This is an optimization exercise on Yosys and OpenROAD, whose aim is small area, a short achievable clock period and few clock cycles, not a production implementation.
Where RTL was checked, it was by simulation tests only, not by an equivalence proof against the original.
No functional check of the RTL was part of runs 4 and 5.
No activity file was given, so power comes from the tool's default toggle rates.

`design/flow/flow/run.sh`:
```
#!/bin/bash
# Standard ORFS layout; the only change is the cell used for the port
# buffers (a plain buffer instead of the delay cell buffer_ports picks).
set -euo pipefail
BUF=${PORT_BUF:-sky130_fd_sc_hd__buf_1}
bash standard.sh "BUFFER_PORTS_ARGS=-buffer_cell $BUF" finish > flow_make.log 2>&1
```
`design/flow/standard.sh`:
```
#!/bin/bash
# synth_recipe.tcl (not shown) runs the flow's synth.tcl, then flattens the netlist and writes it again
# the make line also repeats each setting of config.mk as NAME=value (left out here)
make -C /OpenROAD-flow-scripts/flow DESIGN_CONFIG=/design/flow/config.mk WORK_HOME=/design/flow/orfs CLKGATE_MAP_FILE= SYNTH_SCRIPT=/design/flow/synth_recipe.tcl "${@:-finish}"
```
`design/flow/design.v`:
```
module arbiter (
	input        clk,
	input        reset,
	input  [3:0] req,
	input        ack,           
	output [3:0] gnt
	);
	reg [1:0] last;             
	reg [3:0] b0, b1, b2, b3;
	always @(*) begin
	  case (last)
	    2'd0:    begin b0 = 4'b1110; b1 = 4'b0000; b2 = 4'b0010; b3 = 4'b0110; end  
	    2'd1:    begin b0 = 4'b1100; b1 = 4'b1101; b2 = 4'b0000; b3 = 4'b0100; end  
	    2'd2:    begin b0 = 4'b1000; b1 = 4'b1001; b2 = 4'b1011; b3 = 4'b0000; end  
	    default: begin b0 = 4'b0000; b1 = 4'b0001; b2 = 4'b0011; b3 = 4'b0111; end  
	  endcase
	end
	assign gnt[0] = req[0] & ~|(req & b0);
	assign gnt[1] = req[1] & ~|(req & b1);
	assign gnt[2] = req[2] & ~|(req & b2);
	assign gnt[3] = req[3] & ~|(req & b3);
	always @(posedge clk) begin
	  if (reset)
	    last <= 2'd3;
	  else if (ack && |gnt)
	    last <= {gnt[3] | gnt[2], gnt[3] | gnt[1]};
	end
endmodule
module crossbar (
	input clk,                                        
	input reset,                                      
	input  master_0_req,				  
	output master_0_ack,                              
	input  master_0_cmd,				  
	output master_0_resp,                             
	input  [31:0] master_0_addr,                      
	input  [31:0] master_0_wdata,                     
	output [31:0] master_0_rdata,                     
	input  master_1_req,				
	output master_1_ack,
	input  master_1_cmd,				
	output master_1_resp,
	input  [31:0] master_1_addr,
	input  [31:0] master_1_wdata,
	output [31:0] master_1_rdata,
	input  master_2_req,
	output master_2_ack,
	input  master_2_cmd,
	output master_2_resp,
	input  [31:0] master_2_addr,
	input  [31:0] master_2_wdata,
	output [31:0] master_2_rdata,
	input  master_3_req,
	output master_3_ack,
	input  master_3_cmd,
	output master_3_resp,
	input  [31:0] master_3_addr,
	input  [31:0] master_3_wdata,
	output [31:0] master_3_rdata,
	output slave_0_req,
	input  slave_0_ack,
	output slave_0_cmd,
	input  slave_0_resp,
	input  [31:0] slave_0_rdata,
	output [31:0] slave_0_wdata,
	output [31:0] slave_0_addr,
	output slave_1_req,
	input  slave_1_ack,
	output slave_1_cmd,
	input  slave_1_resp,
	input  [31:0] slave_1_rdata,
	output [31:0] slave_1_wdata,
	output [31:0] slave_1_addr,
	output slave_2_req,
	input  slave_2_ack,
	output slave_2_cmd,
	input  slave_2_resp,
	input  [31:0] slave_2_rdata,
	output [31:0] slave_2_wdata,
	output [31:0] slave_2_addr,
	output slave_3_req,
	input  slave_3_ack,
	output slave_3_cmd,
	input  slave_3_resp,
	input  [31:0] slave_3_rdata,
	output [31:0] slave_3_wdata,
	output [31:0] slave_3_addr
	);
	wire [3:0]  m_req   = {master_3_req, master_2_req, master_1_req, master_0_req};
	wire [3:0]  m_cmd   = {master_3_cmd, master_2_cmd, master_1_cmd, master_0_cmd};
	wire [31:0] m_addr [0:3];
	wire [31:0] m_wdata[0:3];
	assign m_addr[0] = master_0_addr;  assign m_wdata[0] = master_0_wdata;
	assign m_addr[1] = master_1_addr;  assign m_wdata[1] = master_1_wdata;
	assign m_addr[2] = master_2_addr;  assign m_wdata[2] = master_2_wdata;
	assign m_addr[3] = master_3_addr;  assign m_wdata[3] = master_3_wdata;
	wire [3:0]  s_ack   = {slave_3_ack, slave_2_ack, slave_1_ack, slave_0_ack};
	wire [3:0]  s_resp  = {slave_3_resp, slave_2_resp, slave_1_resp, slave_0_resp};
	wire [31:0] s_rdata[0:3];
	assign s_rdata[0] = slave_0_rdata;
	assign s_rdata[1] = slave_1_rdata;
	assign s_rdata[2] = slave_2_rdata;
	assign s_rdata[3] = slave_3_rdata;
	wire [3:0] sel [0:3];
	genvar s, m;
	generate
	  for (m = 0; m < 4; m = m + 1) begin : md
	    assign sel[m] = 4'b0001 << m_addr[m][31:30];
	  end
	endgenerate
	wire [3:0] r [0:3];
	wire [3:0] g [0:3];
	generate
	  for (s = 0; s < 4; s = s + 1) begin : sl
	    for (m = 0; m < 4; m = m + 1) begin : ms
	      assign r[s][m] = m_req[m] & sel[m][s];
	    end
	    arbiter arb (
	      .clk(clk), .reset(reset),
	      .req(r[s]), .ack(s_ack[s]), .gnt(g[s])
	    );
	  end
	endgenerate
	wire [3:0]  sl_req, sl_cmd;
	wire [31:0] sl_addr [0:3];
	wire [31:0] sl_wdata[0:3];
	generate
	  for (s = 0; s < 4; s = s + 1) begin : so
	    assign sl_req[s] = |g[s];
	    assign sl_cmd[s] = |(g[s] & m_cmd);
	    assign sl_addr[s][31:30] = sl_req[s] ? s : 2'b00;
	    assign sl_addr[s][29:0] = ({30{g[s][0]}} & m_addr[0][29:0])
	                            | ({30{g[s][1]}} & m_addr[1][29:0])
	                            | ({30{g[s][2]}} & m_addr[2][29:0])
	                            | ({30{g[s][3]}} & m_addr[3][29:0]);
	    assign sl_wdata[s] = ({32{g[s][0]}} & m_wdata[0])
	                       | ({32{g[s][1]}} & m_wdata[1])
	                       | ({32{g[s][2]}} & m_wdata[2])
	                       | ({32{g[s][3]}} & m_wdata[3]);
	  end
	endgenerate
	assign slave_0_req = sl_req[0]; assign slave_0_cmd = sl_cmd[0];
	assign slave_1_req = sl_req[1]; assign slave_1_cmd = sl_cmd[1];
	assign slave_2_req = sl_req[2]; assign slave_2_cmd = sl_cmd[2];
	assign slave_3_req = sl_req[3]; assign slave_3_cmd = sl_cmd[3];
	assign slave_0_addr = sl_addr[0]; assign slave_0_wdata = sl_wdata[0];
	assign slave_1_addr = sl_addr[1]; assign slave_1_wdata = sl_wdata[1];
	assign slave_2_addr = sl_addr[2]; assign slave_2_wdata = sl_wdata[2];
	assign slave_3_addr = sl_addr[3]; assign slave_3_wdata = sl_wdata[3];
	wire [3:0] m_ack;
	generate
	  for (m = 0; m < 4; m = m + 1) begin : ma
	    assign m_ack[m] = (g[0][m] & s_ack[0]) | (g[1][m] & s_ack[1])
	                    | (g[2][m] & s_ack[2]) | (g[3][m] & s_ack[3]);
	  end
	endgenerate
	assign master_0_ack = m_ack[0];
	assign master_1_ack = m_ack[1];
	assign master_2_ack = m_ack[2];
	assign master_3_ack = m_ack[3];
	reg  [3:0]  rpend;
	wire [3:0]  rv   [0:3];
	wire [31:0] m_rdata[0:3];
	always @(posedge clk) begin
	  if (reset)
	    rpend <= 4'b0000;
	  else
	    rpend <= m_ack & ~m_cmd;
	end
	generate
	  for (m = 0; m < 4; m = m + 1) begin : mr
	    assign rv[m] = sel[m] & s_resp & {4{rpend[m]}};
	    assign m_rdata[m] = ({32{rv[m][0]}} & s_rdata[0])
	                      | ({32{rv[m][1]}} & s_rdata[1])
	                      | ({32{rv[m][2]}} & s_rdata[2])
	                      | ({32{rv[m][3]}} & s_rdata[3]);
	  end
	endgenerate
	assign master_0_resp = |rv[0]; assign master_0_rdata = m_rdata[0];
	assign master_1_resp = |rv[1]; assign master_1_rdata = m_rdata[1];
	assign master_2_resp = |rv[2]; assign master_2_rdata = m_rdata[2];
	assign master_3_resp = |rv[3]; assign master_3_rdata = m_rdata[3];
endmodule
```
`design/flow/constraint.sdc`:
```
create_clock -name core_clock -period 6.0 [get_ports {clk}]
set_input_delay 1.2000 -clock core_clock [delete_from_list [all_inputs] [get_ports {clk}]]
set_output_delay 1.2000 -clock core_clock [all_outputs]
set_load 0.01 [all_outputs]
```
`design/flow/config.mk`:
```
export PLATFORM = sky130hd
export DESIGN_NAME = crossbar
export DESIGN_NICKNAME = crossbar
export VERILOG_FILES = /design/flow/design.v
export SDC_FILE = /design/flow/constraint.sdc
export NUM_CORES = 4
export LEC_CHECK = 0
export CAP_MARGIN = 20
export CELL_PAD_IN_SITES_DETAIL_PLACEMENT = 1
export CORE_AREA = 5 5 295 295
export DIE_AREA = 0 0 300 300
export PLACE_DENSITY = 0.35
export SETUP_SLACK_MARGIN = 1.5
export SLEW_MARGIN = 20
```
==> flow_metrics.env, run 1 <==
export IMPL_status="timing/DRC/antenna clean"
export IMPL_h_tree_depth=1
export IMPL_drive_above_1_share_pct=5.42
export IMPL_cpLargestDelayFamily="buffers and inverters"
export IMPL_critPathBufInv=5
export IMPL_grt_pass1_wl_um=125000
export IMPL_drc=0
export IMPL_portBuffers=797
export IMPL_hp_class="register to register"
export IMPL_setup_violations=0
export IMPL_r2r_slack_ns=2.88
export IMPL_die_area_um2=90000
export IMPL_initial_core_util_pct=11.2
export IMPL_power_leakage_nw=5.35
export IMPL_numCtsBuffers=3
export IMPL_fin_cells=3199
export IMPL_drt_iter0_markers=2607
export IMPL_finalNetCount=2532
export IMPL_critPathLaunchType="primary input"
export IMPL_drt_total_wl_um=91200
export IMPL_nFillCells=10600
export IMPL_layout_min_cycle_time_ns=4.55
export IMPL_ys_types=55
export IMPL_yosys_area_top_type="a222oi_1"
export IMPL_yosysMostFrequentCell="nand2_1"
export IMPL_yosys_warnings=2
export IMPL_clk_path_buf_depth=2
export IMPL_power_w=0.00123
export IMPL_cp_cell_sequence="clkbuf_4 > buf_4 > nor4bb_2 > nor4_4 > bufbuf_16 > buf_6 > a222oi_1 > nand2_1 > buf_1"
export IMPL_antenna_found_initial=33
export IMPL_fp_dieW_um=300
export IMPL_hold_buffers=0
export IMPL_worst_pin_slew_ns=0.954
export IMPL_grt_overflow=0
export IMPL_critPathMaxStageDelay_ns=0.52
export IMPL_area_delta_synth_final_pct=49.8
export IMPL_vias=16900
export IMPL_cts_tree="yes"
export IMPL_wl_per_cell_um=28.5
export IMPL_required_ns=4.80
export IMPL_yosys_top_cells_area="a222oi_1, nand2_1, a221o_1, a22o_1, a22oi_1"
export IMPL_p_per_area_nw_per_um2=88.0
export IMPL_cp_end_kind="output port"
export IMPL_ant_nets=0
export IMPL_final_max_slew_viol_count=0
export IMPL_cp_max_fo=22
export IMPL_cp_slowest_cell="a222oi_1"
export IMPL_synthArstFlopShare_pct=0
export IMPL_dpl_hpwl_um=67500
export IMPL_firstDrtPassIters=9
export IMPL_syn_inst=1428
export IMPL_place_congestion=0.919
export IMPL_synth_edff_count=0
export IMPL_ys_flop_type="dfxtp_1"
export IMPL_viasPerCell=5.29
export IMPL_cap_viol_max_count=0
export IMPL_track_usage_pct=18.2
export IMPL_clk_pin_slew_ns=0.04
export IMPL_synth_seq_cells=12
export IMPL_clock_sinks=12
export IMPL_hold_viol_final=0
export IMPL_insertion_delay_ns=0.24
export IMPL_skew_ns=0.00594
export IMPL_synth_area_um2=9350
export IMPL_fmax_mhz=220
export IMPL_cp_arrival_ns=3.35
export IMPL_first_global_vias=16700
export IMPL_syn_avg_cell_area_um2=6.54
export IMPL_crit_type="primary input to output port"
export IMPL_dp_cells=3165
export IMPL_postPlaceCellArea_um2=13500
export IMPL_die_h_um=300
export IMPL_finalCritPeriodShare_pct=75.8
export IMPL_coreArea_um2=83600
export IMPL_rsz0062_at_grt="true"
export IMPL_yosys_area_top_type_share_pct=27.0
export IMPL_stdcell_area_um2=14000
export IMPL_seq_area_frac_synth_pct=2.57
export IMPL_timing_hold_ws_ns=0.531
export IMPL_root_buffer="clkbuf_16"
export IMPL_relSlewSlack_pct=36.0
export IMPL_vdd_ir_drop_max_mv=0.0675
export IMPL_rows=106
export IMPL_io_pins=802
export IMPL_tns_ns=0
export IMPL_grt_start_max_net_pins=68
export IMPL_ys_top_cells_by_count="nand2_1, a222oi_1, clkbuf_1"
==> sequential cells by signal (all words and copies together) (netlist names) <==
register and flops:
rpend 4, sl.arb.last 8
==> through the flow <==
step / setup WS [ns] / util (%)
floorplan: 2.02 / -
global placement: 1.02 / 16.2
detailed placement: 0.989 / 16.2
CTS: 1.49 / 16.5
global route: 1.41 / 16.8
finish: 1.45 / 16.8
==> worst paths after layout <==
kind / startpoint / endpoint / cells after the start
min reg2reg: sl[0].arb.last[1] / sl[0].arb.last[1] / 1
max reg2reg: sl[3].arb.last[0] / rpend[0] / 8
max: master_0_addr[31] / slave_2_wdata[2] / 9
min: sl[0].arb.last[1] / sl[0].arb.last[1] / 1
==> power by group <==
group / internal [W] / switching (W)
combinational: 0.000318 / 0.000697
clock: 0.0000872 / 0.0000374
sequential: 0.0000843 / 0.00000767
total: 0.000490 / 0.000742
==> cell families after synthesis <==
family,synth area share (%)
buffers and inverters,9.97
AOI/OAI and AO/OA,55.8
and+or+nand+nor,28.4
other,0.0401
adders and majority gates,3.21
DFF,2.57
==> layout make-up <==
type | instances | area [um2] | area share (%)
sequential | 12 | 240 | 1.72
timing repair buffer | 861 | 3790 | 27.1
inverter | 13 | 48.8 | 0.348
tap | 1080 | 1350 | 9.65
antenna | 15 | 37.5 | 0.268
multi-input combinational | 1215 | 8450 | 60.4
clock buffer | 3 | 75.1 | 0.536
==> layer usage <==
metal	GRT usage [%]	up-vias	share of wire [%]
met2	32.2	1136	49
li1	-	7291	-
met1	22.4	8368	39
met4	5.45	4	3.5
met5	0	-	0.030
met3	3.35	134	8.6
==> cell usage in the layout, fill, tap and decap left out, types with 6 or more instances in the layout <==
| master | instances |
|---|---|
| a222oi_1 | 252 |
| buf_12 | 16 |
| buf_1 | 785 |
| ha_1 | 24 |
| a221o_1 | 99 |
| nand3b_1 | 6 |
| buf_2 | 10 |
| buf_4 | 40 |
| and4b_1 | 11 |
| o21ai_0 | 6 |
| diode_2 | 15 |
| a22oi_1 | 71 |
| nand2_1 | 545 |
| a22o_1 | 96 |
| inv_1 | 13 |
| dfxtp_1 | 12 |
| nor2_1 | 7 |
==> what timing repair did <==
item | 4_1_cts | 5_1_grt
pin swaps | 5 | 6
setup buffers | 6 | 5
resized for setup | 30 | 11
endpoints found under the setup margin | 263 | 119
gates cloned | 3 | 2
endpoints found under the hold margin | 0 | 0
Testbench counts, summed over its fixed seeds: cycles 3,369.
==> run 2, diff against run 1 <==
--- a/design/flow/config.mk
+++ b/design/flow/config.mk
@@ -8,6 +8,7 @@
 export CAP_MARGIN = 20
 export CELL_PAD_IN_SITES_DETAIL_PLACEMENT = 1
 export CORE_AREA = 5 5 295 295
+export CTS_BUF_LIST = sky130_fd_sc_hd__clkbuf_4 sky130_fd_sc_hd__clkbuf_8
 export DIE_AREA = 0 0 300 300
 export PLACE_DENSITY = 0.35
 export SETUP_SLACK_MARGIN = 1.5
==> flow_metrics.env, run 2 <==
export IMPL_status="timing/DRC/antenna clean"
export IMPL_nFillCells=10600
export IMPL_cp_arrival_ns=3.33
export IMPL_hold_end="sl[0].arb.last[1]"
export IMPL_finalCritPeriodShare_pct=75.5
export IMPL_seq_area_frac_synth_pct=2.57
export IMPL_grt_overflow=0
export IMPL_skew_ns=0.00395
export IMPL_hp_class="register to register"
export IMPL_yosys_warnings=2
export IMPL_insertion_delay_ns=0.24
export IMPL_tns_ns=0
export IMPL_worst_pin_slew_ns=0.965
export IMPL_first_global_vias=16700
export IMPL_cp_end_kind="output port"
export IMPL_clk_path_buf_depth=2
export IMPL_power_leakage_nw=5.34
export IMPL_synth_fa_ha_area_share_pct=3.21
export IMPL_postPlaceCellArea_um2=13500
export IMPL_drc=0
export IMPL_relSlewSlack_pct=35.6
export IMPL_drt_total_wl_um=91400
export IMPL_area_delta_synth_final_pct=49.5
export IMPL_hold_viol_final=0
export IMPL_yosys_area_share_simple_pct=28.4
export IMPL_viasPerCell=5.34
export IMPL_r2r_cells=8
export IMPL_layout_common_cells="buf_1, nand2_1, a222oi_1"
export IMPL_whs_path_depth=1
export IMPL_grt_start_max_net_pins=68
export IMPL_cp_max_fo=22
export IMPL_cpLargestDelayFamily="simple AND/OR/NAND/NOR gates"
export IMPL_critPathBufInv=4
export IMPL_met1_length_um=35500
export IMPL_coreArea_um2=83600
export IMPL_track_usage_pct=18.2
export IMPL_dr_max_layer_used="met5"
export IMPL_syn_inst=1428
export IMPL_initial_core_util_pct=11.2
export IMPL_ys_types=55
export IMPL_synth_seq_cells=12
export IMPL_ys_top_cells_by_count="nand2_1, a222oi_1, clkbuf_1"
export IMPL_fp_dieW_um=300
export IMPL_setup_violations=0
export IMPL_dp_slack_ns=0.989
export IMPL_fmax_mhz=221
export IMPL_final_max_slew_viol_count=0
export IMPL_die_h_um=300
export IMPL_h_tree_depth=1
export IMPL_cp_cell_sequence="clkbuf_4 > buf_4 > nor4bb_2 > nor4_4 > bufbuf_16 > or2_2 > or3_1 > buf_1"
export IMPL_layout_min_cycle_time_ns=4.53
export IMPL_required_ns=4.80
export IMPL_firstDrtPassIters=14
export IMPL_vias=17100
export IMPL_die_area_um2=90000
export IMPL_largest_register="sl.arb.last"
export IMPL_root_buffer="clkbuf_8"
export IMPL_numCtsBuffers=3
export IMPL_synth_top_family_by_area="compound AO/OA/AOI/OAI gates"
export IMPL_regArea_um2=240
export IMPL_antenna_found_initial=34
export IMPL_yosys_top_cells_area="a222oi_1, nand2_1, a221o_1, a22o_1, a22oi_1"
export IMPL_met2_length_um=45100
export IMPL_synthArstFlopShare_pct=0
export IMPL_ys_flop_type="dfxtp_1"
export IMPL_stdcell_area_um2=14000
export IMPL_dpl_hpwl_um=67500
export IMPL_hold_start="sl[0].arb.last[1]"
export IMPL_vdd_ir_drop_max_mv=0.0444
export IMPL_synth_compound_area_share_pct=55.8
export IMPL_clock_sinks=12
export IMPL_wl_per_cell_um=28.5
export IMPL_clk_pin_slew_ns=0.05
export IMPL_r2r_end="rpend[0]"
export IMPL_synth_edff_count=0
export IMPL_portBuffers=797
export IMPL_p_per_area_nw_per_um2=84.8
export IMPL_drt_iter0_markers=2608
export IMPL_r2r_slack_ns=2.89
export IMPL_yosys_area_top_type="a222oi_1"
export IMPL_cp_slowest_cell="or3_1"
export IMPL_ant_nets=0
export IMPL_syn_avg_cell_area_um2=6.54
export IMPL_io_pins=802
export IMPL_yosysMostFrequentCell="nand2_1"
export IMPL_layout_setup_ws_ns=1.47
export IMPL_synth_mux_area_share_pct=0
export IMPL_multiInputGateArea_um2=8450
export IMPL_rows=106
export IMPL_cts_tree="yes"
export IMPL_largest_reg_flops=8
export IMPL_drive_above_1_share_pct=5.42
export IMPL_synth_xor_area_share_pct=0
export IMPL_critPathLaunchType="primary input"
export IMPL_crit_type="primary input to output port"
export IMPL_grt_pass1_wl_um=125000
export IMPL_cap_viol_max_count=0
export IMPL_finalNetCount=2532
export IMPL_synth_area_um2=9350
export IMPL_yosys_area_top_type_share_pct=27.0
export IMPL_place_congestion=0.919
export IMPL_reg_top3="sl.arb.last (8), rpend (4)"
export IMPL_timing_hold_ws_ns=0.534
export IMPL_wl_met3_um=7620
export IMPL_rsz0062_at_grt="true"
export IMPL_rr_startpoint="sl[3].arb.last[0]"
export IMPL_final_common_cell="buf_1"
export IMPL_critPathMaxStageDelay_ns=0.41
## run 2: routing by layer
metal | up-vias | global-route usage, %
met5 | - | 0
met3 | 135 | 3.33
met1 | 8446 | 22.4
li1 | 7296 | -
met2 | 1199 | 32.2
met4 | 4 | 5.45
## run 2: logic make-up (layout without fill, tap and decap cells)
kind of cell	count (synthesis)	in the layout
flops	12	12
other cells	1	21
fa+ha+maj	24	24
compound gates	559	561
buf+inv	206	877
simple gates	626	626
## run 2: stage by stage
step	cells	util, %	total power, W
2_1_floorplan	1431	-	0.000526
3_3_place_gp	3165	16.2	0.00107
3_5_place_dp	3165	16.2	0.00107
4_1_cts	3177	16.5	0.00118
5_1_grt	3199	16.7	0.00126
6_report	3201	16.7	0.00119
## run 2: cell type report
class	count	area share, %
inverters	13	0.349
repair buffers	861	27.2
flip-flops and latches	12	1.72
multi-input cells	1215	60.5
diodes	17	0.304
clock buffers	3	0.295
well taps	1080	9.67
## run 2: worst max-delay path by stage
stage | startpoint | end | slack (ns) | cells past startpoint
finish | master_0_addr[31] | slave_2_req | 1.47 | 8
global route | master_0_addr[31] | slave_2_wdata[25] | 1.41 | 9
CTS | master_0_addr[30] | slave_3_cmd | 1.49 | 7
detailed placement | master_2_addr[30] | slave_1_addr[1] | 0.99 | 8
global placement | master_0_addr[30] | slave_3_addr[31] | 1.02 | 6
floorplan | master_2_req | slave_1_addr[30] | 2.02 | 7
## run 2: what timing repair did
action,4_1_cts,5_1_grt
pin swaps,5,6
gates cloned,3,2
hold buffers,0,0
setup endpoints to repair,263,119
buffers inserted,6,5
gates resized for setup,30,11
## run 2: where the power goes
group	switching, W	leakage, nW	internal [W]
clock	0.0000317	0.0217	0.0000443
combinational	0.000699	5.22	0.000318
sequential	0.00000794	0.0982	0.0000841
==> run 3, diff against run 2 <==
--- a/design/flow/config.mk
+++ b/design/flow/config.mk
@@ -11,5 +11,5 @@
 export CTS_BUF_LIST = sky130_fd_sc_hd__clkbuf_4 sky130_fd_sc_hd__clkbuf_8
 export DIE_AREA = 0 0 300 300
 export PLACE_DENSITY = 0.35
-export SETUP_SLACK_MARGIN = 1.5
+export SETUP_SLACK_MARGIN = 1.65
 export SLEW_MARGIN = 20
==> flow_metrics.env, run 3 <==
export IMPL_met2_length_um=46900
export IMPL_ys_flop_type="dfxtp_1"
export IMPL_layout_common_cells="buf_1, nand2_1, a222oi_1"
export IMPL_postPlaceCellArea_um2=13500
export IMPL_syn_inst=1428
export IMPL_cp_max_fo=34
export IMPL_fmax_mhz=229
export IMPL_synth_edff_count=0
export IMPL_yosys_warnings=2
export IMPL_drc=0
export IMPL_crit_type="primary input to output port"
export IMPL_vias=17200
export IMPL_fp_dieW_um=300
export IMPL_ys_types=55
export IMPL_clk_path_buf_depth=2
export IMPL_grt_pass1_wl_um=128000
export IMPL_worst_pin_slew_ns=0.981
export IMPL_cp_end_kind="output port"
export IMPL_portBuffers=797
export IMPL_antenna_found_initial=31
export IMPL_synthArstFlopShare_pct=0
export IMPL_initial_core_util_pct=11.2
export IMPL_yosys_area_top_type_share_pct=27.0
export IMPL_wl_per_cell_um=30.6
export IMPL_cp_arrival_ns=3.16
export IMPL_first_global_vias=16800
export IMPL_insertion_delay_ns=0.24
export IMPL_regArea_um2=240
export IMPL_dp_cells=3165
export IMPL_vdd_ir_drop_max_mv=0.0448
export IMPL_synth_area_um2=9350
export IMPL_multiInputGateArea_um2=8580
export IMPL_tns_ns=0
export IMPL_critPathMaxStageDelay_ns=0.43
export IMPL_stdcell_area_um2=14700
export IMPL_seq_area_frac_synth_pct=2.57
export IMPL_viasPerCell=5.33
export IMPL_layout_min_cycle_time_ns=4.36
export IMPL_rows=106
export IMPL_nFillCells=10600
export IMPL_ys_top_cells_by_count="nand2_1, a222oi_1, clkbuf_1"
export IMPL_hold_buffers=0
export IMPL_reg_top3="sl.arb.last (8), rpend (4)"
export IMPL_cp_cell_sequence="clkbuf_4 > nand3b_1 > o22ai_2 > nor3_4 > buf_12 > clkbuf_16 > a222oi_1 > nand2_1 > buf_2"
export IMPL_place_congestion=0.919
export IMPL_required_ns=4.80
export IMPL_power_w=0.00126
export IMPL_root_buffer="clkbuf_8"
export IMPL_finalNetCount=2561
export IMPL_relSlewSlack_pct=34.1
export IMPL_clock_sinks=12
export IMPL_skew_ns=0.00421
export IMPL_status="timing/DRC/antenna clean"
export IMPL_clk_pin_slew_ns=0.05
export IMPL_track_usage_pct=18.8
export IMPL_cts_tree="yes"
export IMPL_area_delta_synth_final_pct=57.1
export IMPL_yosys_area_top_type="a222oi_1"
export IMPL_synth_seq_cells=12
export IMPL_dr_max_layer_used="met5"
export IMPL_die_h_um=300
export IMPL_largest_register="sl.arb.last"
export IMPL_firstDrtPassIters=10
export IMPL_syn_avg_cell_area_um2=6.54
export IMPL_numCtsBuffers=3
export IMPL_rsz0062_at_grt="true"
export IMPL_setup_violations=0
export IMPL_power_leakage_nw=5.68
export IMPL_cp_slowest_cell="a222oi_1"
export IMPL_drt_total_wl_um=98800
export IMPL_largest_reg_flops=8
export IMPL_hold_viol_final=0
export IMPL_utilization_pct=17.6
export IMPL_met1_length_um=38600
export IMPL_final_max_slew_viol_count=0
export IMPL_grt_overflow=0
export IMPL_h_tree_depth=1
export IMPL_finalCritPeriodShare_pct=72.7
export IMPL_ant_nets=0
export IMPL_die_area_um2=90000
export IMPL_cap_viol_max_count=0
export IMPL_yosysMostFrequentCell="nand2_1"
export IMPL_wl_met3_um=8660
export IMPL_grt_start_max_net_pins=68
export IMPL_critPathLaunchType="primary input"
export IMPL_drt_iter0_markers=2740
export IMPL_yosys_top_cells_area="a222oi_1, nand2_1, a221o_1, a22o_1, a22oi_1"
export IMPL_drive_above_1_share_pct=7.92
export IMPL_p_per_area_nw_per_um2=85.8
export IMPL_io_pins=802
export IMPL_fin_cells=3229
export IMPL_dpl_hpwl_um=67500
export IMPL_coreArea_um2=83600
export IMPL_final_common_cell="buf_1"
export IMPL_hp_class="register to register"
[run 3: cell types whose count changed in the layout (fill, tap and decap cells not counted), sizes merged]
cell / change
clkbuf: +22
buf: +5
bufbuf: +1
diode: -1
o2111a: +1
[run 3: final cells by class]
cell class              count  share of cell area (%)
diodes                     16                   0.273
clock buffers               3                   0.281
inverters                  13                   0.332
multi-input cells        1216                    58.5
flip-flops and latches     12                    1.64
well taps                1080                    9.20
repair buffers            889                    29.8
[run 3: metal layers]
layer,track usage [%],vias to the layer above
li1,-,7353
met1,23.2,8450
met2,32.9,1236
met3,3.43,177
met4,6.17,2
met5,0,-
[run 3: kinds of logic (layout without fill, tap and decap cells)]
logic type | Yosys count | in the layout | share of synthesized area [%]
and+or+nand+nor | 626 | 626 | 28.4
AOI/OAI and AO/OA | 559 | 562 | 55.8
buffers and inverters | 206 | 905 | 9.97
adders and majority gates | 24 | 24 | 3.21
DFF | 12 | 12 | 2.57
other | 1 | 20 | 0.0401
[run 3: report_power, final]
part | internal (W) | switching, W | leakage (nW) | total [W]
Sequential | 0.0000841 | 0.00000800 | 0.0982 | 0.0000921
Combinational | 0.000355 | 0.000736 | 5.56 | 0.00109
Clock | 0.0000443 | 0.0000322 | 0.0217 | 0.0000765
Total | 0.000484 | 0.000777 | 5.68 | 0.00126
[run 3: final timing paths]
kind | startpoint | depth (start not counted) | slack, ns | to
setup reg to reg | sl[3].arb.last[0] | 8 | 2.87 | rpend[0]
hold / removal | sl[0].arb.last[1] | 1 | 0.54 | sl[0].arb.last[1]
setup / recovery | master_1_addr[30] | 9 | 1.64 | slave_2_wdata[2]
hold reg to reg | sl[0].arb.last[1] | 1 | 0.54 | sl[0].arb.last[1]
[run 3: stage by stage]
step / hold slack (ns) / setup slack [ns]
floorplan: 0.490 / 2.02
global placement: 0.522 / 1.02
detailed placement: 0.537 / 0.989
CTS: 0.551 / 1.55
global route: 0.572 / 1.61
finish: 0.543 / 1.64
[run 3: timing repair]
action / in CTS / in global routing
pin swaps: 18 / 24
setup endpoints to repair: 307 / 112
resized for setup: 75 / 40
gates cloned: 7 / 12
buffers inserted: 17 / 9
[run 3: critical path, delay by kind of cell]
| kind | cells | cell delay [ns] |
|---|---|---|
| AND/OR/NAND/NOR | 3 | 0.49 |
| buffers and inverters | 4 | 0.70 |
| AO/OA/AOI/OAI | 2 | 0.67 |
==> run 4, diff against run 3 <==
--- a/design/flow/design.v
+++ b/design/flow/design.v
@@ -102,7 +102,7 @@
 	assign s_rdata[2] = slave_2_rdata;
 	assign s_rdata[3] = slave_3_rdata;
 	wire [3:0] sel [0:3];
-	genvar s, m;
+	genvar s, m, b;
 	generate
 	  for (m = 0; m < 4; m = m + 1) begin : md
 	    assign sel[m] = 4'b0001 << m_addr[m][31:30];
@@ -126,17 +126,15 @@
 	wire [31:0] sl_wdata[0:3];
 	generate
 	  for (s = 0; s < 4; s = s + 1) begin : so
-	    assign sl_req[s] = |g[s];
+	    assign sl_req[s] = |r[s];
 	    assign sl_cmd[s] = |(g[s] & m_cmd);
 	    assign sl_addr[s][31:30] = sl_req[s] ? s : 2'b00;
-	    assign sl_addr[s][29:0] = ({30{g[s][0]}} & m_addr[0][29:0])
-	                            | ({30{g[s][1]}} & m_addr[1][29:0])
-	                            | ({30{g[s][2]}} & m_addr[2][29:0])
-	                            | ({30{g[s][3]}} & m_addr[3][29:0]);
-	    assign sl_wdata[s] = ({32{g[s][0]}} & m_wdata[0])
-	                       | ({32{g[s][1]}} & m_wdata[1])
-	                       | ({32{g[s][2]}} & m_wdata[2])
-	                       | ({32{g[s][3]}} & m_wdata[3]);
+	    for (b = 0; b < 30; b = b + 1) begin : ab
+	      andor4 u (.g(g[s]), .d({m_addr[3][b], m_addr[2][b], m_addr[1][b], m_addr[0][b]}), .y(sl_addr[s][b]));
+	    end
+	    for (b = 0; b < 32; b = b + 1) begin : wb
+	      andor4 u (.g(g[s]), .d({m_wdata[3][b], m_wdata[2][b], m_wdata[1][b], m_wdata[0][b]}), .y(sl_wdata[s][b]));
+	    end
 	  end
 	endgenerate
 	assign slave_0_req = sl_req[0]; assign slave_0_cmd = sl_cmd[0];
@@ -170,10 +168,9 @@
 	generate
 	  for (m = 0; m < 4; m = m + 1) begin : mr
 	    assign rv[m] = sel[m] & s_resp & {4{rpend[m]}};
-	    assign m_rdata[m] = ({32{rv[m][0]}} & s_rdata[0])
-	                      | ({32{rv[m][1]}} & s_rdata[1])
-	                      | ({32{rv[m][2]}} & s_rdata[2])
-	                      | ({32{rv[m][3]}} & s_rdata[3]);
+	    for (b = 0; b < 32; b = b + 1) begin : rb
+	      andor4 u (.g(rv[m]), .d({s_rdata[3][b], s_rdata[2][b], s_rdata[1][b], s_rdata[0][b]}), .y(m_rdata[m][b]));
+	    end
 	  end
 	endgenerate
 	assign master_0_resp = |rv[0]; assign master_0_rdata = m_rdata[0];
@@ -181,3 +178,10 @@
 	assign master_2_resp = |rv[2]; assign master_2_rdata = m_rdata[2];
 	assign master_3_resp = |rv[3]; assign master_3_rdata = m_rdata[3];
 endmodule
+module andor4 (
+	input  [3:0] g,
+	input  [3:0] d,
+	output       y
+	);
+	assign y = |(g & d);
+endmodule
--- a/design/flow/config.mk
+++ b/design/flow/config.mk
@@ -8,8 +8,9 @@
 export CAP_MARGIN = 20
 export CELL_PAD_IN_SITES_DETAIL_PLACEMENT = 1
 export CORE_AREA = 5 5 295 295
-export CTS_BUF_LIST = sky130_fd_sc_hd__clkbuf_4 sky130_fd_sc_hd__clkbuf_8
 export DIE_AREA = 0 0 300 300
 export PLACE_DENSITY = 0.35
-export SETUP_SLACK_MARGIN = 1.65
+export SETUP_SLACK_MARGIN = 1.5
 export SLEW_MARGIN = 20
+export SYNTH_HIERARCHICAL = 1
+export SYNTH_MINIMUM_KEEP_SIZE = 0
==> flow_metrics.env, run 4 <==
export IMPL_cap_viol_max_count=0
export IMPL_portBuffers=797
export IMPL_seq_area_frac_synth_pct=2.66
export IMPL_yosys_area_top_type="a22oi_1"
export IMPL_vias=18200
export IMPL_rows=106
export IMPL_synth_xor_area_share_pct=0
export IMPL_die_area_um2=90000
export IMPL_drive_above_1_share_pct=8.90
export IMPL_initial_core_util_pct=10.8
export IMPL_cts_tree="yes"
export IMPL_fin_cells=3377
export IMPL_ys_top_cells_by_count="a22oi_1, nand2_1, ha_1"
export IMPL_status="timing/DRC/antenna clean"
export IMPL_cp_end_kind="output port"
export IMPL_clk_pin_slew_ns=0.05
export IMPL_cp_slowest_cell="and4_2"
export IMPL_met1_length_um=42600
export IMPL_cpMostUsedCell="buf_1"
export IMPL_yosys_area_top_type_share_pct=63.8
export IMPL_wl_met3_um=9220
export IMPL_antenna_found_initial=34
export IMPL_largest_register="sl.arb.last"
export IMPL_skew_ns=0.00624
export IMPL_root_buffer="clkbuf_16"
export IMPL_tns_ns=0
export IMPL_clock_sinks=12
export IMPL_syn_avg_cell_area_um2=6.57
export IMPL_yosys_warnings=8
export IMPL_required_ns=4.80
export IMPL_final_max_slew_viol_count=0
export IMPL_wl_per_cell_um=31.9
export IMPL_drt_total_wl_um=108000
export IMPL_die_h_um=300
export IMPL_p_per_area_nw_per_um2=89.4
export IMPL_dr_max_layer_used="met5"
export IMPL_syn_inst=1376
export IMPL_grt_start_max_net_pins=65
export IMPL_clk_path_buf_depth=2
export IMPL_final_common_cell="buf_1"
export IMPL_crit_start="master_2_req"
export IMPL_vdd_ir_drop_max_mv=0.0806
export IMPL_rr_startpoint="sl[3].arb.last[1]"
export IMPL_hold_end="sl[3].arb.last[1]"
export IMPL_h_tree_depth=1
export IMPL_synth_area_um2=9040
export IMPL_fp_dieW_um=300
export IMPL_hold_viol_final=0
export IMPL_critPathLaunchType="primary input"
export IMPL_hold_buffers=0
export IMPL_yosysMostFrequentCell="a22oi_1"
export IMPL_reg_top3="sl.arb.last (8), rpend (4)"
export IMPL_synth_top_family_by_area="compound AO/OA/AOI/OAI gates"
export IMPL_ys_flop_type="dfxtp_1"
export IMPL_drt_iter0_markers=1735
export IMPL_r2r_cells=8
export IMPL_r2r_slack_ns=3.38
export IMPL_layout_common_cells="buf_1, a22oi_1, nand2_1"
export IMPL_worst_pin_slew_ns=1.07
export IMPL_met2_length_um=50900
export IMPL_largest_reg_flops=8
export IMPL_crit_type="primary input to output port"
export IMPL_synth_edff_count=0
export IMPL_finalNetCount=2711
export IMPL_synth_fa_ha_area_share_pct=3.88
export IMPL_yosys_area_share_simple_pct=23.9
export IMPL_insertion_delay_ns=0.24
export IMPL_cp_arrival_ns=3.33
export IMPL_firstDrtPassIters=6
export IMPL_layout_min_cycle_time_ns=4.53
export IMPL_yosys_top_cells_area="a22oi_1, nand2_1, ha_1, dfxtp_1, nand2b_1"
export IMPL_viasPerCell=5.39
export IMPL_cp_cell_sequence="buf_1 > nor3b_1 > buf_4 > nand2b_1 > and4_2 > a22oi_1 > nand2_1 > buf_1"
export IMPL_synth_mux_area_share_pct=0
export IMPL_first_global_vias=18100
export IMPL_synth_compound_area_share_pct=67.9
export IMPL_critPathMaxStageDelay_ns=0.87
export IMPL_setup_violations=0
export IMPL_track_usage_pct=21.6
export IMPL_area_delta_synth_final_pct=64.4
export IMPL_synthArstFlopShare_pct=0
export IMPL_r2r_end="rpend[0]"
export IMPL_finalCritPeriodShare_pct=75.6
export IMPL_grt_pass1_wl_um=144000
export IMPL_relSlewSlack_pct=28.4
export IMPL_numCtsBuffers=3
export IMPL_power_leakage_nw=5.70
export IMPL_drc=0
export IMPL_grt_overflow=0
export IMPL_fmax_mhz=221
export IMPL_rsz0062_at_grt="true"
export IMPL_io_pins=802
export IMPL_ant_nets=0
export IMPL_hp_class="register to register"
export IMPL_ys_types=32
export IMPL_dpl_hpwl_um=77000
export IMPL_synth_seq_cells=12
export IMPL_hold_start="sl[3].arb.last[1]"
export IMPL_place_congestion=0.929
export IMPL_cp_max_fo=20
export IMPL_coreArea_um2=83600
export IMPL_dp_cells=3305
export IMPL_whs_path_depth=2
export IMPL_timing_hold_ws_ns=0.591
==> run 4: what timing repair did <==
item	CTS	global route
endpoints found under the setup margin	250	138
pin swaps	12	9
hold endpoints to repair	0	0
cloned	12	4
gates resized for setup	36	31
setup buffers	29	6
==> run 4: worst max path at each step <==
stage	cells past startpoint	endpoint	slack, ns
3_5_place_dp	10	slave_3_wdata[14]	1.01
5_1_grt	8	slave_1_addr[18]	1.42
6_report	8	slave_0_wdata[2]	1.47
3_3_place_gp	10	slave_3_wdata[5]	1.07
2_1_floorplan	6	master_2_ack	1.46
4_1_cts	7	slave_1_wdata[17]	1.40
==> run 4: final cells by class <==
class	count	area, um2
antenna	17	42.5
timing repair buffer	889	3960
fill	10700	68700
inverter	23	145
tap	1080	1350
multi-input combinational	1350	9020
clock buffer	4	88.8
timing repair inverter	2	13.8
sequential	12	240
==> run 4: Yosys stat by module, one instance, submodules excluded <==
| module | cells inside | area [um2] | copies in the design | flip-flops and latches |
|---|---|---|---|---|
| arbiter | 41 | 322 | 4 | 2 |
| andor4 | 3 | 18.8 | 376 | 0 |
| crossbar | 84 | 696 | 1 | 4 |
==> run 4: critical path: cells and delay by family <==
family	cells	cell delay [ns]
compound gates	1	0.19
buf+inv	3	0.44
simple gates	4	1.49
==> run 4: cell families (layout without fill, tap and decap cells) <==
kind of cell             Yosys count  after routing
flip-flops                        12             12
buffers and inverters             31            918
AO/OA/AOI/OAI                    812            820
AND/OR/NAND/NOR                  492            498
adder cells (fa/ha/maj)           28             28
other                              1             21
==> run 4: through the flow <==
| stage | power [W] | setup slack (ns) | area [um2] | utilization, % |
|---|---|---|---|---|
| 6_report | 0.00133 | 1.47 | 14900 | 17.8 |
| 5_1_grt | 0.00139 | 1.42 | 14900 | 17.8 |
| 4_1_cts | 0.00130 | 1.40 | 14600 | 17.5 |
| 3_5_place_dp | 0.00109 | 1.01 | 14000 | 16.7 |
| 3_3_place_gp | 0.00109 | 1.07 | 14000 | 16.7 |
| 2_1_floorplan | 0.000486 | 1.46 | 9070 | - |
==> run 4: power by group <==
group | internal (W) | total, W | switching, W | leakage, nW
clock | 0.000101 | 0.000140 | 0.0000387 | 0.0443
combinational | 0.000326 | 0.00110 | 0.000774 | 5.56
sequential | 0.0000833 | 0.0000886 | 0.00000536 | 0.0979
total | 0.000510 | 0.00133 | 0.000818 | 5.70
==> run 4: routing by layer <==
metal  vias up  GRT usage (%)
met2      1202           36.5
met5         -              0
met1      9092           26.5
met3       195           5.21
li1       7694              -
met4         6           8.21
==> run 5, diff against run 4 <==
--- a/design/flow/design.v
+++ b/design/flow/design.v
@@ -183,5 +183,20 @@
 	input  [3:0] d,
 	output       y
 	);
-	assign y = |(g & d);
-endmodule
+	wire x, z;
+	aoi222 u0 (.a1(g[0]), .a2(d[0]), .b1(g[1]), .b2(d[1]), .c1(g[2]), .c2(d[2]), .y(x));
+	nand2  u1 (.a(g[3]), .b(d[3]), .y(z));
+	nand2  u2 (.a(x), .b(z), .y(y));
+endmodule
+module aoi222 (
+	input  a1, a2, b1, b2, c1, c2,
+	output y
+	);
+	assign y = ~((a1 & a2) | (b1 & b2) | (c1 & c2));
+endmodule
+module nand2 (
+	input  a, b,
+	output y
+	);
+	assign y = ~(a & b);
+endmodule
==> flow_metrics.env, run 5 <==
export IMPL_yosysMostFrequentCell="nand2_1"
export IMPL_synth_compound_area_share_pct=49.7
export IMPL_numCtsBuffers=3
export IMPL_worst_pin_slew_ns=1.14
export IMPL_io_pins=802
export IMPL_area_delta_synth_final_pct=76.3
export IMPL_grt_overflow=0
export IMPL_synth_mux_area_share_pct=0
export IMPL_insertion_delay_ns=0.25
export IMPL_skew_ns=0.00767
export IMPL_wl_per_cell_um=35.5
export IMPL_syn_avg_cell_area_um2=6.23
export IMPL_yosys_area_share_simple_pct=41.6
export IMPL_finalNetCount=2744
export IMPL_first_global_vias=17900
export IMPL_hold_viol_final=0
export IMPL_die_area_um2=90000
export IMPL_synthArstFlopShare_pct=0
export IMPL_synth_fa_ha_area_share_pct=4.09
export IMPL_cp_end_kind="output port"
export IMPL_required_ns=4.80
export IMPL_relSlewSlack_pct=24.3
export IMPL_coreArea_um2=83600
export IMPL_timing_hold_ws_ns=0.583
export IMPL_antenna_found_initial=44
export IMPL_crit_type="primary input to output port"
export IMPL_tns_ns=0
export IMPL_layout_setup_ws_ns=1.44
export IMPL_critPathLaunchType="primary input"
export IMPL_cp_max_fo=7
export IMPL_grt_pass1_wl_um=148000
export IMPL_viasPerCell=5.61
export IMPL_crit_start="master_2_addr[30]"
export IMPL_clk_path_buf_depth=2
export IMPL_syn_inst=1376
export IMPL_final_common_cell="buf_1"
export IMPL_ant_nets=0
export IMPL_largest_register="sl.arb.last"
export IMPL_vdd_ir_drop_max_mv=0.0750
export IMPL_status="timing/DRC/antenna clean"
export IMPL_setup_violations=0
export IMPL_hp_class="register to register"
export IMPL_grt_start_max_net_pins=65
export IMPL_drt_total_wl_um=122000
export IMPL_synth_area_um2=8570
export IMPL_clock_sinks=12
export IMPL_ys_top_cells_by_count="nand2_1, a222oi_1, ha_1"
export IMPL_ys_flop_type="dfxtp_1"
export IMPL_hold_buffers=0
export IMPL_fmax_mhz=219
export IMPL_ys_types=33
export IMPL_drive_above_1_share_pct=10.8
export IMPL_synth_edff_count=0
export IMPL_layout_min_cycle_time_ns=4.56
export IMPL_power_leakage_nw=6.19
export IMPL_layout_common_cells="buf_1, nand2_1, a222oi_1"
export IMPL_yosys_area_top_type_share_pct=43.9
export IMPL_synth_seq_cells=12
export IMPL_finalCritPeriodShare_pct=76.0
export IMPL_initial_core_util_pct=10.3
export IMPL_rows=106
export IMPL_final_max_slew_viol_count=0
export IMPL_drc=0
export IMPL_h_tree_depth=1
export IMPL_drt_iter0_markers=3961
export IMPL_yosys_warnings=8
export IMPL_dp_slack_ns=0.968
export IMPL_yosys_top_cells_area="a222oi_1, nand2_1, ha_1, dfxtp_1, nand2b_1"
export IMPL_synth_top_family_by_area="compound AO/OA/AOI/OAI gates"
export IMPL_die_h_um=300
export IMPL_reg_top3="sl.arb.last (8), rpend (4)"
export IMPL_cp_arrival_ns=3.36
export IMPL_seq_area_frac_synth_pct=2.80
export IMPL_largest_reg_flops=8
export IMPL_portBuffers=797
export IMPL_cts_tree="yes"
export IMPL_rsz0062_at_grt="true"
export IMPL_fp_dieW_um=300
export IMPL_dpl_hpwl_um=79800
export IMPL_clk_pin_slew_ns=0.05
export IMPL_p_per_area_nw_per_um2=95.4
export IMPL_rr_startpoint="sl[3].arb.last[0]"
export IMPL_cap_viol_max_count=0
export IMPL_vias=19200
export IMPL_track_usage_pct=22.5
export IMPL_place_congestion=0.940
export IMPL_yosys_area_top_type="a222oi_1"
export IMPL_root_buffer="clkbuf_16"
export IMPL_hold_start="sl[2].arb.last[1]"
export IMPL_nFillCells=10700
export IMPL_firstDrtPassIters=13
export IMPL_synth_xor_area_share_pct=0
-- run 5: cell count changes in the layout (fill, tap and decap cells not counted), sizes merged --
| cell | previous run | this run |
|---|---|---|
| clkbuf | 21 | 20 |
| nor2 | 8 | 9 |
| inv | 15 | 16 |
| and4 | 14 | 13 |
| buf | 872 | 904 |
| diode | 17 | 28 |
| a22oi | 768 | 16 |
| clkinv | 5 | 6 |
| nand2 | 400 | 776 |
| a222oi | 0 | 376 |
-- run 5: area by class of cell --
cell class	instances	area, um2	share of cell area, %
multi-input cells	1350	8570	56.8
repair buffers	920	4600	30.5
clock buffers	4	88.8	0.588
well taps	1080	1350	8.95
inverters	23	145	0.961
flip-flops and latches	12	240	1.59
repair inverters	4	32.5	0.215
diodes	28	70.1	0.464
-- run 5: metal layers --
| metal | part of all wire, % | GRT usage (%) | up-vias |
|---|---|---|---|
| met5 | 0.16 | 0 | - |
| met4 | 6.3 | 11.2 | 10 |
| met3 | 11 | 4.76 | 286 |
| met2 | 45 | 36.8 | 1664 |
| met1 | 38 | 28.0 | 9433 |
| li1 | - | - | 7796 |
-- run 5: what timing repair did --
item,CTS,global route
setup endpoints to repair,250,167
buffers inserted,34,32
cloned,12,19
resized for setup,41,76
pin swaps,17,35
-- run 5: final timing paths --
check                                          to  slack (ns)  cells after the start
worst max-delay path              slave_0_addr[4]        1.44                     12
worst min register to register  sl[2].arb.last[1]        0.58                      2
worst max register to register           rpend[0]        3.29                      8
worst min-delay path            sl[2].arb.last[1]        0.58                      2
-- run 5: report_power, final --
| group | internal [W] | leakage [nW] | switching (W) |
|---|---|---|---|
| clock network | 0.000101 | 0.0443 | 0.0000457 |
| logic | 0.000370 | 6.05 | 0.000836 |
| registers | 0.0000831 | 0.0979 | 0.00000455 |
| total | 0.000555 | 6.19 | 0.000886 |
-- run 5: critical path: stages --
cell	delay, ns
buf_12	0.11
nor3b_2	0.18
buf_4	0.19
nand2b_4	0.07
o2111ai_4	0.23
buf_12	0.16
clkinv_8	0.06
buf_16	0.16
buf_4	0.17
a222oi_1	0.54
nand2_1	0.11
clkbuf_2	0.16
-- run 5: stage by stage --
stage / total power (W) / area, um2 / utilization, % / cells
final: 0.00144 / 15100 / 18.1 / 3421
after global routing: 0.00149 / 15100 / 18.1 / 3414
after CTS: 0.00133 / 14100 / 16.9 / 3342
after detailed placement: 0.00111 / 13400 / 16.0 / 3292
after global placement: 0.00111 / 13400 / 16.0 / 3292
after floorplan: 0.000492 / 8600 / - / 1379
-- run 5: logic make-up (layout without fill, tap and decap cells) --
family,count (synthesis),count (layout)
buffers and inverters,31,951
AND/OR/NAND/NOR,868,874
other,1,32
flip-flops,12,12
adder cells (fa/ha/maj),28,28
AO/OA/AOI/OAI,436,444
-- run 5: per-module statistics from Yosys (local to each module, per instance), excerpt --
module	cells inside	times used	area [um2]	flops+latches
crossbar	84	1	696	4
arbiter	41	4	322	2
aoi222	1	376	10.0	0
nand2	1	752	3.75	0
==> run 6, diff against run 5 <==
--- a/design/flow/design.v
+++ b/design/flow/design.v
@@ -5,24 +5,23 @@
 	input        ack,           
 	output [3:0] gnt
 	);
-	reg [1:0] last;             
-	reg [3:0] b0, b1, b2, b3;
-	always @(*) begin
-	  case (last)
-	    2'd0:    begin b0 = 4'b1110; b1 = 4'b0000; b2 = 4'b0010; b3 = 4'b0110; end  
-	    2'd1:    begin b0 = 4'b1100; b1 = 4'b1101; b2 = 4'b0000; b3 = 4'b0100; end  
-	    2'd2:    begin b0 = 4'b1000; b1 = 4'b1001; b2 = 4'b1011; b3 = 4'b0000; end  
-	    default: begin b0 = 4'b0000; b1 = 4'b0001; b2 = 4'b0011; b3 = 4'b0111; end  
-	  endcase
-	end
-	assign gnt[0] = req[0] & ~|(req & b0);
-	assign gnt[1] = req[1] & ~|(req & b1);
-	assign gnt[2] = req[2] & ~|(req & b2);
-	assign gnt[3] = req[3] & ~|(req & b3);
+	reg  [1:0] last;            
+	wire [3:0] e = 4'b0001 << last;
+	genvar m;
+	generate
+	  for (m = 0; m < 4; m = m + 1) begin : gm
+	    wire p1 = ~e[(m + 3) % 4];
+	    wire p2 = e[m] | e[(m + 1) % 4];
+	    wire p3 = e[m];
+	    assign gnt[m] = req[m] & ~((req[(m + 3) % 4] & p1) |
+	                               (req[(m + 2) % 4] & p2) |
+	                               (req[(m + 1) % 4] & p3));
+	  end
+	endgenerate
 	always @(posedge clk) begin
 	  if (reset)
 	    last <= 2'd3;
-	  else if (ack && |gnt)
+	  else if (ack && |req)
 	    last <= {gnt[3] | gnt[2], gnt[3] | gnt[1]};
 	end
 endmodule
@@ -183,20 +182,5 @@
 	input  [3:0] d,
 	output       y
 	);
-	wire x, z;
-	aoi222 u0 (.a1(g[0]), .a2(d[0]), .b1(g[1]), .b2(d[1]), .c1(g[2]), .c2(d[2]), .y(x));
-	nand2  u1 (.a(g[3]), .b(d[3]), .y(z));
-	nand2  u2 (.a(x), .b(z), .y(y));
+	assign y = |(g & d);
 endmodule
-module aoi222 (
-	input  a1, a2, b1, b2, c1, c2,
-	output y
-	);
-	assign y = ~((a1 & a2) | (b1 & b2) | (c1 & c2));
-endmodule
-module nand2 (
-	input  a, b,
-	output y
-	);
-	assign y = ~(a & b);
-endmodule
==> flow_metrics.env, run 6 <==
export IMPL_hold_start="sl[3].arb.last[1]"
export IMPL_ys_types=29
export IMPL_initial_core_util_pct=10.5
export IMPL_power_leakage_nw=5.32
export IMPL_setup_violations=0
export IMPL_nFillCells=10700
export IMPL_drt_iter0_markers=1515
export IMPL_finalNetCount=2621
export IMPL_ant_nets=0
export IMPL_clk_path_buf_depth=2
export IMPL_drive_above_1_share_pct=5.83
export IMPL_combPwrFrac_pct=83.5
export IMPL_drt_total_wl_um=101000
export IMPL_root_buffer="clkbuf_16"
export IMPL_layout_min_cycle_time_ns=4.45
export IMPL_hold_buffers=0
export IMPL_required_ns=4.80
export IMPL_grt_pass1_wl_um=139000
export IMPL_hold_viol_final=0
export IMPL_skew_ns=0.00208
export IMPL_cp_max_fo=32
export IMPL_dp_slack_ns=0.883
export IMPL_clk_pin_slew_ns=0.04
export IMPL_portBuffers=797
export IMPL_insertion_delay_ns=0.24
export IMPL_cp_arrival_ns=3.25
export IMPL_first_global_vias=17400
export IMPL_io_pins=802
export IMPL_worst_pin_slew_ns=1.12
export IMPL_yosys_top_cells_area="a22oi_1, nand2_1, ha_1, dfxtp_1, inv_1"
export IMPL_ys_flop_type="dfxtp_1"
export IMPL_viasPerCell=5.32
export IMPL_numCtsBuffers=3
export IMPL_layout_setup_ws_ns=1.55
export IMPL_yosys_warnings=8
export IMPL_p_clk_share_pct=9.4
export IMPL_critPathLaunchType="primary input"
export IMPL_p_per_area_nw_per_um2=93.2
export IMPL_track_usage_pct=20.8
export IMPL_synth_seq_cells=12
export IMPL_whs_path_depth=2
export IMPL_syn_inst=1348
export IMPL_synthArstFlopShare_pct=0
export IMPL_fmax_mhz=225
export IMPL_crit_type="primary input to output port"
export IMPL_final_common_cell="buf_1"
export IMPL_grt_overflow=0
export IMPL_cp_slowest_cell="bufinv_8"
export IMPL_power_switching_w=0.000813
export IMPL_reg_top3="sl.arb.last (8), rpend (4)"
export IMPL_hp_class="register to register"
export IMPL_cp_end_kind="output port"
export IMPL_yosys_area_top_type="a22oi_1"
export IMPL_largest_reg_flops=8
export IMPL_place_congestion=0.894
export IMPL_antenna_found_initial=30
export IMPL_r2r_cells=7
export IMPL_p_int_w=0.000494
export IMPL_finalCritPeriodShare_pct=74.2
export IMPL_clock_sinks=12
export IMPL_coreArea_um2=83600
export IMPL_die_area_um2=90000
export IMPL_area_delta_synth_final_pct=59.8
export IMPL_synth_edff_count=0
export IMPL_swShare_pct=62.2
export IMPL_rr_startpoint="sl[3].arb.last[0]"
export IMPL_hold_end="sl[3].arb.last[1]"
export IMPL_status="timing/DRC/antenna clean"
export IMPL_grt_start_max_net_pins=65
export IMPL_seq_area_frac_synth_pct=2.74
export IMPL_largest_register="sl.arb.last"
export IMPL_rows=106
export IMPL_relSlewSlack_pct=25.6
export IMPL_critPathMaxStageDelay_ns=0.40
export IMPL_r2r_end="rpend[0]"
export IMPL_layout_common_cells="buf_1, a22oi_1, nand2_1"
export IMPL_power_w=0.00131
export IMPL_dpl_hpwl_um=79100
export IMPL_fp_dieW_um=300
export IMPL_vdd_ir_drop_max_mv=0.0490
export IMPL_wl_per_cell_um=30.9
export IMPL_final_max_slew_viol_count=0
export IMPL_die_h_um=300
export IMPL_tns_ns=0
export IMPL_cap_viol_max_count=0
export IMPL_h_tree_depth=1
export IMPL_syn_avg_cell_area_um2=6.51
export IMPL_ys_top_cells_by_count="a22oi_1, nand2_1, inv_1"
export IMPL_yosys_area_top_type_share_pct=65.7
export IMPL_cp_cell_sequence="buf_1 > and3b_2 > nand2_1 > nand4_1 > bufinv_8 > buf_12 > a22oi_1 > nand2_1 > buf_1"
export IMPL_yosysMostFrequentCell="a22oi_1"
export IMPL_cts_tree="yes"
export IMPL_drc=0
export IMPL_rsz0062_at_grt="true"
export IMPL_vias=17500
export IMPL_synth_area_um2=8770
export IMPL_p_seq_share_pct=7.1
export IMPL_r2r_slack_ns=3.79
export IMPL_firstDrtPassIters=7
## run 6: changes by cell type after synthesis, moves of 16 or more
cell,before,now
a222oi_1,376,0
nand2_1,776,400
a22oi_1,16,768
nand3_1,16,0
## run 6: per-module statistics from Yosys (local to each module, per instance)
module	cells inside	copies in the design	flip-flops and latches	area [um2]
andor4	3	376	0	18.8
crossbar	84	1	4	696
arbiter	34	4	2	255
## run 6: stage by stage
step                hold WS (ns)  instance area [um2]  utilization (%)  cells
global placement           0.600                13500             16.1   3254
floorplan                  0.550                 8790                -   1351
detailed placement         0.598                13500             16.1   3254
CTS                        0.609                13900             16.6   3276
finish                     0.604                14000             16.8   3287
global route               0.637                14000             16.8   3285
## run 6: cell type report
type,count,area (um2),share of cell area [%]
Multi-Input combinational cell,1307,8560,61.0
Timing Repair Buffer,847,3560,25.4
Tap cell,1080,1350,9.64
Sequential cell,12,240,1.71
Inverter,27,203,1.45
Clock buffer,3,75.1,0.535
Antenna cell,10,25.0,0.178
Timing Repair inverter,1,5.00,0.0357
## run 6: metal layers
metal  vias up  track usage, %  wire [um]
met4        14            8.65       5100
li1       7433               -          -
met2      1150            35.1      47600
met3       186            4.12       8060
met1      8702            25.8      40600
met5         -               0         96
## run 6: logic make-up (layout without fill, tap and decap cells)
group | count (synthesis) | in the layout | share of synthesized area, %
other | 1 | 14 | 0.0427
adder cells (fa/ha/maj) | 20 | 20 | 2.85
flip-flops | 12 | 12 | 2.74
AND/OR/NAND/NOR | 480 | 483 | 24.3
AO/OA/AOI/OAI | 800 | 800 | 68.2
buffers and inverters | 35 | 878 | 1.84
## run 6: power groups by stage
stage          Sequential, W  Combinational [W]  Clock [W]
2_1_floorplan      0.0000921           0.000418          0
3_3_place_gp       0.0000945            0.00104          0
3_5_place_dp       0.0000947            0.00104          0
4_1_cts            0.0000932            0.00108   0.000126
5_1_grt            0.0000942            0.00116   0.000129
6_report           0.0000932            0.00109   0.000123
## run 6: worst max-delay path: cells and delay by family
family	cells	cell delay (ns)
AOI/OAI and AO/OA	1	0.10
buffers and inverters	4	1.24
and+or+nand+nor	4	0.64
## run 6: worst max-delay path by stage
stage | start | end | depth (start not counted) | slack, ns
2_1_floorplan | master_3_addr[31] | master_3_ack | 5 | 1.56
3_3_place_gp | master_3_addr[31] | slave_0_addr[15] | 8 | 0.97
3_5_place_dp | master_3_addr[31] | slave_0_wdata[19] | 8 | 0.88
4_1_cts | master_3_addr[30] | slave_2_addr[8] | 10 | 1.47
5_1_grt | master_2_addr[31] | slave_1_addr[21] | 9 | 1.48
6_report | master_2_addr[31] | slave_1_wdata[15] | 9 | 1.55
## run 6: what timing repair did
action | CTS | global route
setup endpoints to repair | 225 | 130
resized for setup | 42 | 27
pin swaps | 5 | 2
cloned | 4 | 0
setup buffers | 15 | 1
Testbench counts of run 6, summed over its fixed seeds: cycles 3,369.
==> run 7, diff against run 6 <==
--- a/design/flow/config.mk
+++ b/design/flow/config.mk
@@ -8,9 +8,10 @@
 export CAP_MARGIN = 20
 export CELL_PAD_IN_SITES_DETAIL_PLACEMENT = 1
 export CORE_AREA = 5 5 295 295
+export CTS_BUF_LIST = sky130_fd_sc_hd__clkbuf_4 sky130_fd_sc_hd__clkbuf_8
 export DIE_AREA = 0 0 300 300
 export PLACE_DENSITY = 0.35
-export SETUP_SLACK_MARGIN = 1.5
+export SETUP_SLACK_MARGIN = 1.75
 export SLEW_MARGIN = 20
 export SYNTH_HIERARCHICAL = 1
 export SYNTH_MINIMUM_KEEP_SIZE = 0
==> flow_metrics.env, run 7 <==
export IMPL_syn_avg_cell_area_um2=6.51
export IMPL_viasPerCell=5.42
export IMPL_vdd_ir_drop_max_mv=0.0511
export IMPL_synthArstFlopShare_pct=0
export IMPL_drc=0
export IMPL_cts_tree="yes"
export IMPL_r2r_slack_ns=3.53
export IMPL_synth_mux_area_share_pct=0
export IMPL_critPathMaxStageDelay_ns=0.34
export IMPL_yosys_top_cells_area="a22oi_1, nand2_1, ha_1, dfxtp_1, inv_1"
export IMPL_relSlewSlack_pct=25.6
export IMPL_combPwrFrac_pct=88.1
export IMPL_power_switching_w=0.000889
export IMPL_yosysMostFrequentCell="a22oi_1"
export IMPL_numCtsBuffers=3
export IMPL_reg_top3="sl.arb.last (8), rpend (4)"
export IMPL_final_common_cell="a22oi_1"
export IMPL_grt_overflow=0
export IMPL_p_seq_share_pct=6.5
export IMPL_antenna_found_initial=33
export IMPL_seq_area_frac_synth_pct=2.74
export IMPL_p_per_area_nw_per_um2=90.8
export IMPL_vias=18200
export IMPL_dp_slack_ns=0.899
export IMPL_synth_xor_area_share_pct=0
export IMPL_cp_max_fo=8
export IMPL_yosys_area_top_type="a22oi_1"
export IMPL_initial_core_util_pct=10.5
export IMPL_yosys_area_top_type_share_pct=65.7
export IMPL_clk_pin_slew_ns=0.06
export IMPL_yosys_area_share_simple_pct=24.3
export IMPL_syn_inst=1348
export IMPL_clk_path_buf_depth=2
export IMPL_synth_compound_area_share_pct=68.2
export IMPL_grt_start_max_net_pins=65
export IMPL_root_buffer="clkbuf_8"
export IMPL_synth_fa_ha_area_share_pct=2.85
export IMPL_dpl_hpwl_um=80000
export IMPL_first_global_vias=17600
export IMPL_rsz0062_at_grt="true"
export IMPL_p_int_w=0.000538
export IMPL_status="timing/DRC/antenna clean"
export IMPL_layout_setup_ws_ns=1.74
export IMPL_nFillCells=10600
export IMPL_track_usage_pct=22.6
export IMPL_hold_start="sl[1].arb.last[1]"
export IMPL_required_ns=4.80
export IMPL_synth_edff_count=0
export IMPL_drive_above_1_share_pct=16.2
export IMPL_cpMostUsedCell="and3_4"
export IMPL_largest_reg_flops=8
export IMPL_ys_top_cells_by_count="a22oi_1, nand2_1, inv_1"
export IMPL_crit_start="master_3_addr[31]"
export IMPL_cp_end_kind="output port"
export IMPL_finalCritPeriodShare_pct=71.1
export IMPL_synth_area_um2=8770
export IMPL_whs_path_depth=2
export IMPL_utilization_pct=18.8
export IMPL_synth_top_family_by_area="compound AO/OA/AOI/OAI gates"
export IMPL_insertion_delay_ns=0.24
export IMPL_synth_seq_cells=12
export IMPL_power_leakage_nw=6.11
export IMPL_cap_viol_max_count=0
export IMPL_layout_common_cells="a22oi_1, buf_1, nand2_1"
export IMPL_place_congestion=0.880
export IMPL_cp_slowest_cell="a22oi_1"
export IMPL_stdcell_area_um2=15700
export IMPL_r2r_cells=7
export IMPL_cp_arrival_ns=3.06
export IMPL_worst_pin_slew_ns=1.12
export IMPL_h_tree_depth=1
export IMPL_postPlaceCellArea_um2=13400
export IMPL_rows=106
export IMPL_fmax_mhz=235
export IMPL_yosys_warnings=8
export IMPL_largest_register="sl.arb.last"
export IMPL_hp_class="register to register"
export IMPL_ys_flop_type="dfxtp_1"
export IMPL_p_clk_share_pct=5.4
export IMPL_clock_sinks=12
export IMPL_hold_end="sl[1].arb.last[1]"
export IMPL_portBuffers=797
export IMPL_setup_violations=0
export IMPL_layout_min_cycle_time_ns=4.26
export IMPL_r2r_end="rpend[0]"
export IMPL_io_pins=802
export IMPL_die_h_um=300
export IMPL_crit_type="primary input to output port"
export IMPL_critPathBufInv=3
export IMPL_grt_pass1_wl_um=148000
export IMPL_final_max_slew_viol_count=0
export IMPL_critPathLaunchType="primary input"
export IMPL_die_area_um2=90000
export IMPL_area_delta_synth_final_pct=79.2
export IMPL_ant_nets=0
export IMPL_swShare_pct=62.3
export IMPL_tns_ns=0
export IMPL_skew_ns=0.00326
export IMPL_drt_total_wl_um=115000
export IMPL_coreArea_um2=83600
export IMPL_drt_iter0_markers=2107
export IMPL_wl_per_cell_um=34.1
export IMPL_rr_startpoint="sl[2].arb.last[0]"
export IMPL_hold_buffers=0
export IMPL_hold_viol_final=0
export IMPL_ys_types=29
export IMPL_firstDrtPassIters=5
export IMPL_fp_dieW_um=300
export IMPL_cp_cell_sequence="buf_2 > and3_4 > nor2b_2 > a21oi_4 > and3_4 > buf_4 > a22oi_1 > nand2_1 > buf_1"
export IMPL_cpLargestDelayFamily="simple AND/OR/NAND/NOR gates"
export IMPL_finalNetCount=2689
-- run 7: cell count changes in the layout (fill, tap and decap cells not counted), sizes merged --
cell / before / now
clkinvlp: 0 / 2
clkbuf: 14 / 48
inv: 15 / 18
bufbuf: 0 / 2
buf: 836 / 860
bufinv: 5 / 0
diode: 10 / 18
and3: 11 / 17
clkinv: 8 / 10
-- run 7: worst max path at each step --
| stage | to | slack [ns] | depth (start not counted) |
|---|---|---|---|
| 2_1_floorplan | slave_0_addr[0] | 1.76 | 6 |
| 3_3_place_gp | slave_0_wdata[30] | 0.90 | 9 |
| 3_5_place_dp | slave_0_wdata[30] | 0.90 | 9 |
| 4_1_cts | slave_2_addr[9] | 1.67 | 10 |
| 5_1_grt | slave_2_wdata[19] | 1.67 | 11 |
| 6_report | slave_3_addr[19] | 1.74 | 9 |
-- run 7: cell families after synthesis --
family,count (synthesis)
adders and majority gates,20
AOI/OAI and AO/OA,800
buffers and inverters,35
DFF,12
other,1
and+or+nand+nor,480
-- run 7: cell type report --
class | count | area (um2) | area share, %
Multi-Input combinational cell | 1313 | 9100 | 57.9
Timing Repair Buffer | 907 | 4770 | 30.3
Tap cell | 1080 | 1350 | 8.60
Sequential cell | 12 | 240 | 1.53
Inverter | 27 | 156 | 0.995
Antenna cell | 18 | 45.0 | 0.287
Clock buffer | 3 | 41.3 | 0.263
Timing Repair inverter | 3 | 16.3 | 0.103
-- run 7: routing by layer --
layer / wire, um / global-route usage [%]
met1: 45400 / 28.6
met3: 9220 / 3.59
met2: 54600 / 38.9
met5: 48 / 0
met4: 5530 / 8.02
-- run 7: worst reg2reg max path, delay by kind of cell, from the launching register on --
| family | cells | cell delay (ns) |
|---|---|---|
| AOI/OAI and AO/OA | 3 | 1.04 |
| adders and majority gates | 1 | 0.27 |
| buffers and inverters | 2 | 0.26 |
| DFF | 1 | 0.41 |
| and+or+nand+nor | 1 | 0.34 |
-- run 7: what timing repair did --
item                                    CTS  global route
setup buffers                            43            21
pin swaps                                12            48
gates resized for setup                 130           224
gates cloned                             15            12
endpoints found under the setup margin  257           216
-- run 7: power groups by stage --
stage / Combinational, W / Clock (W) / Sequential [W]
floorplan: 0.000418 / 0 / 0.0000921
global placement: 0.00104 / 0 / 0.0000944
detailed placement: 0.00105 / 0 / 0.0000946
CTS: 0.00115 / 0.0000768 / 0.0000929
global route: 0.00132 / 0.0000821 / 0.0000941
finish: 0.00126 / 0.0000770 / 0.0000930
-- run 7: modules after synthesis (local to each module, per instance) --
module	times used	area, um2	flip-flops and latches
crossbar	1	696	4
andor4	376	18.8	0
arbiter	4	255	2
-- run 7: through the flow --
| stage | hold WS [ns] | std cells | power [W] |
|---|---|---|---|
| detailed placement | 0.600 | 3251 | 0.00114 |
| finish | 0.604 | 3363 | 0.00143 |
| global route | 0.679 | 3360 | 0.00149 |
| global placement | 0.598 | 3251 | 0.00114 |
| floorplan | 0.550 | 1351 | 0.000510 |
| CTS | 0.613 | 3312 | 0.00132 |

## port drivers added, routing unchanged
No port has a modelled driver above. Below, the same layouts with a new extraction and two added sets of constraints. Step 1 assumes that a clkbuf_16 drives the clock port and a buf_2 every other input. Step 2 also shifts input and output timing later by t, the mid clock arrival at the registers, as if the neighbouring blocks saw the same clock. Three values: no drivers, after step 1, after step 2; two values: the first two.
run | t, ns | slack for setup (ns)
run 1 | 0.284 | 1.450 / 1.347 / 1.347
run 2 | 0.279 | 1.468 / 1.366 / 1.366
run 3 | 0.281 | 1.636 / 1.552 / 1.552
run 4 | 0.270 | 1.466 / 1.396 / 1.396
run 5 | 0.291 | 1.441 / 1.363 / 1.363
run 6 | 0.273 | 1.549 / 1.457 / 1.457
run 7 | 0.292 | 1.736 / 1.656 / 1.656
After both steps setup and hold are still met in every run listed.
